Context: an optimization exercise on an open-source flow, tuned for small area and a short achievable clock period. The choices shown serve that exercise and are no tape-out recipe. In this exercise RTL edits were held to simulation tests only and were not proved equivalent to the original. No driver is modelled on the clock port, so clock power and skew are understated where the tree is cut down; a real chip needs a root buffer or a tree. Power is estimated from default activity; no workload was simulated.

## rev 12
## synchronous_fifo
module synchronous_fifo #(
    parameter DEPTH = 10,
    parameter DATA_WIDTH = 32
) (
    input                           clk,
    input                           rst_n,
    input                           w_en,
    input                           r_en,
    input       [DATA_WIDTH-1:0]    data_in,
    output reg  [DATA_WIDTH-1:0]    data_out,
    output reg                      full,
    output reg                      empty
);
Size in the first run: about 1200 cells after synthesis, ~390 flip-flops, about 70 I/O pins, about 0.014 mm^2 of cells after synthesis.
Settings: LEC_CHECK=0, CAP_MARGIN=20, CORE_MARGIN=2, CORE_UTILIZATION=48, SETUP_SLACK_MARGIN=1.6, SLEW_MARGIN=20; clock period 3.0 ns.
standard.sh (not shown) runs the stock make flow with config.mk's settings and CLKGATE_MAP_FILE= SYNTH_SCRIPT=/design/flow/synth_recipe.tcl, a recipe that flattens the netlist after the stock synthesis.
==> flow/flow/run.sh <==
#!/bin/bash
# The standard layout, with buf_1 cells as port buffers and the clock
# tree rebuilt after CTS as two balanced levels of clkbuf_16 (see
# post_cts.tcl); ORFS's own logs stay in orfs/logs.
bash standard.sh BUFFER_PORTS_ARGS="-buffer_cell sky130_fd_sc_hd__buf_1" \
  CTS_ARGS="-sink_clustering_enable -repair_clock_nets -sink_clustering_size 20 -sink_clustering_max_diameter 70 -buf_list sky130_fd_sc_hd__clkbuf_16 -dont_use_dummy_load" \
  POST_CTS_TCL="$(pwd)/flow/post_cts.tcl" \
  > standard_run.log 2>&1
Other scripts of this flow, unchanged in this note and not shown: flow/flow/clock_tree.tcl, flow/flow/post_cts.tcl
Inputs modified between rev 12 and rev 13:
--- a/flow/config.mk
+++ b/flow/config.mk
@@ -9,4 +9,4 @@
 export CORE_MARGIN = 2
-export CORE_UTILIZATION = 48
-export SETUP_SLACK_MARGIN = 1.6
+export CORE_UTILIZATION = 55
+export SETUP_SLACK_MARGIN = 1.72
 export SLEW_MARGIN = 20
Notes after the runs:
Diff rev 12..rev 13 | flip-flop and latch power | negligible. Rev 13 vs rev 12, count of non-filler cells in the finished layout went down by 2.5%. Status: clock power parity (rev 12, rev 13). Achievable clock frequency (lower): rev 12. There was hardly any difference in wire length between rev 12 and rev 13. Going from rev 12 to rev 13, the total power of the final layout was found to have gone up by about 0.7%. Compared with rev 12, rev 13 shows a higher number of non-clock inverters in the layout. Combinational power share, rev 12 and rev 13, higher one = rev 13. Rev 13 vs rev 12: x dimension of the die down by a few percent.
No run of this note takes its clock network from TritonCTS; it comes from the design's own scripts or RTL.

== v48 ==
Starting RTL as in the previous note.
export LEC_CHECK = 0
export CAP_MARGIN = 10
export CORE_MARGIN = 2
export CORE_UTILIZATION = 55
export SETUP_SLACK_MARGIN = 1.65
export SLEW_MARGIN = 10
create_clock -name core_clock -period 3.0 [get_ports {clk}]
Scripts as last shown in full above: flow/flow/run.sh
Other scripts of this flow, unchanged in this note and not shown: flow/flow/clock_tree.tcl, flow/flow/post_cts.tcl
#### Input delta (v27 over v48)
# v48
export LEC_CHECK = 0
export CAP_MARGIN = 10
export CORE_MARGIN = 2
export CORE_UTILIZATION = 55
export SETUP_SLACK_MARGIN = 1.65
export SLEW_MARGIN = 10
create_clock -name core_clock -period 3.0 [get_ports {clk}]
# v27
export LEC_CHECK = 0
export CAP_MARGIN = 20
export CORE_MARGIN = 2
export CORE_UTILIZATION = 62
export SETUP_SLACK_MARGIN = 1.6
export SLEW_MARGIN = 20
create_clock -name core_clock -period 3.0 [get_ports {clk}]
==> comparison <==
- v27 ended with less fraction of met3 tracks used by global routing than v48.
- Synthesis-to-finish area growth was higher in v48 than in v27.
- Looking at die area, v27 sits 11% below v48.
Here is what was changed in the inputs of v56 compared with v27.
# v27
export LEC_CHECK = 0
export CAP_MARGIN = 20
export CORE_MARGIN = 2
export CORE_UTILIZATION = 62
export SETUP_SLACK_MARGIN = 1.6
export SLEW_MARGIN = 20
create_clock -name core_clock -period 3.0 [get_ports {clk}]
# v56
export LEC_CHECK = 0
export CAP_MARGIN = 5
export CORE_MARGIN = 2
export CORE_UTILIZATION = 55
export SETUP_SLACK_MARGIN = 1.65
export SLEW_MARGIN = 5
create_clock -name core_clock -period 3.0 [get_ports {clk}]
==> summary.txt <==
As far as number of nets produced by synthesis goes, v56 and v27 are indistinguishable; the numbers are identical.
[compare] base=v27 new=v56: number of placed cells counting well taps up 43, minimum setup slack after placement up 0.059 ns, final total power flat, global-route usage down 1.8 points.
Taking v27 as the reference point, the relative area change from synthesis to final layout of v56 rises by 0.20 points.
Looking at category of the critical setup timing path, the in -> reg result is from v27; the reg -> reg one comes from v56.
Looking only at total core area, and setting everything else aside, the higher value of v56 and v27 goes to v56.
v56 against v27: final non-filler cell area flat; part of the power in combinational logic moved down.
What v45 does differently from v56 at the input level:
# v56
export LEC_CHECK = 0
export CAP_MARGIN = 5
export CORE_MARGIN = 2
export CORE_UTILIZATION = 55
export SETUP_SLACK_MARGIN = 1.65
export SLEW_MARGIN = 5
create_clock -name core_clock -period 3.0 [get_ports {clk}]
# v45
export LEC_CHECK = 0
export CAP_MARGIN = 20
export CORE_MARGIN = 2
export CORE_UTILIZATION = 55
export SETUP_SLACK_MARGIN = 1.6
export SLEW_MARGIN = 20
create_clock -name core_clock -period 3.0 [get_ports {clk}]
Notes after the runs:
Critical path depth: v45 lower than v56
[compare] base=v56 new=v45: hold slack level; power consumed by combinational cells level.
On part of the total power dissipated in combinational logic: v45 sits above v56.
Between v56 and v45, the clock share of power figures differ only marginally.
Diff v56 -> v45 | final non-filler cell area | down slightly
Via count in v45 is 88 below v56.
v45 closes out successfully: all stages finished, all timing, DRC and antenna checks passed.
Going from v56 to v45, routability congestion estimate shrinks by about 3%.
Final non-filler cell total was higher in v56 than in v45.
Core utilization: v45 vs v56 down 0.54 points
Inputs modified between v45 and v5:
# v45
export LEC_CHECK = 0
export CAP_MARGIN = 20
export CORE_MARGIN = 2
export CORE_UTILIZATION = 55
export SETUP_SLACK_MARGIN = 1.6
export SLEW_MARGIN = 20
create_clock -name core_clock -period 3.0 [get_ports {clk}]
# v5
export LEC_CHECK = 0
export CAP_MARGIN = 20
export CORE_MARGIN = 2
export CORE_UTILIZATION = 58
export SETUP_SLACK_MARGIN = 1.6
export SLEW_MARGIN = 20
create_clock -name core_clock -period 3.0 [get_ports {clk}]
==> summary.txt <==
- Comparing v45 against v5, there is no change at all in final max-slew violation count.
- Diode insertion count for antenna repair: v5 < v45
- sky130_fd_sc_hd__mux2_4 as the slowest stage cell on the critical path was reported by v5, and sky130_fd_sc_hd__dfxtp_2 by v45.
- v5 ended up with a higher sequential share of layout area than v45 did.
In every run of this note, the design's own scripts or RTL, not TritonCTS, make the clock network.

port drivers added, routing unchanged:
Ports are ideal in the flow. The routed layouts listed here were re-timed in OpenROAD. Step 1, drivers: a clkbuf_16 drives clk and a buf_2 each remaining input, both assumed. Step 2 times the ports against the registers' clock, not the clock port: input delays grow and output delays shrink by t, the midpoint of the rising clock arrivals with the driver on. Three values: ideal, step 1, step 2; two values: the first two.
run	shift t [ns]	slack for setup (ns)	clock arrival spread, ns	slew at the worst register clock pin (ns)	cell pins on the clock port's net
rev 12	0.425	1.414 / 1.431 / 1.035	0.014 / 0.014	0.10 / 0.10	4
rev 13	0.416	1.499 / 1.492 / 1.146	0.010 / 0.010	0.10 / 0.10	4
v48	0.425	1.584 / 1.497 / 1.231	0.029 / 0.029	0.10 / 0.10	4
v27	0.425	1.462 / 1.484 / 1.116	0.022 / 0.022	0.10 / 0.10	4
v56	0.425	1.584 / 1.497 / 1.231	0.029 / 0.029	0.10 / 0.10	4
v45	0.431	1.583 / 1.474 / 1.237	0.014 / 0.014	0.10 / 0.10	4
v5	0.426	1.534 / 1.479 / 1.158	0.013 / 0.013	0.10 / 0.10	4
After both steps setup and hold are still met in every run listed. For rev 12, which loses most, drivers alone change the setup slack by +0.017 ns; drivers and shift together by -0.379 ns.
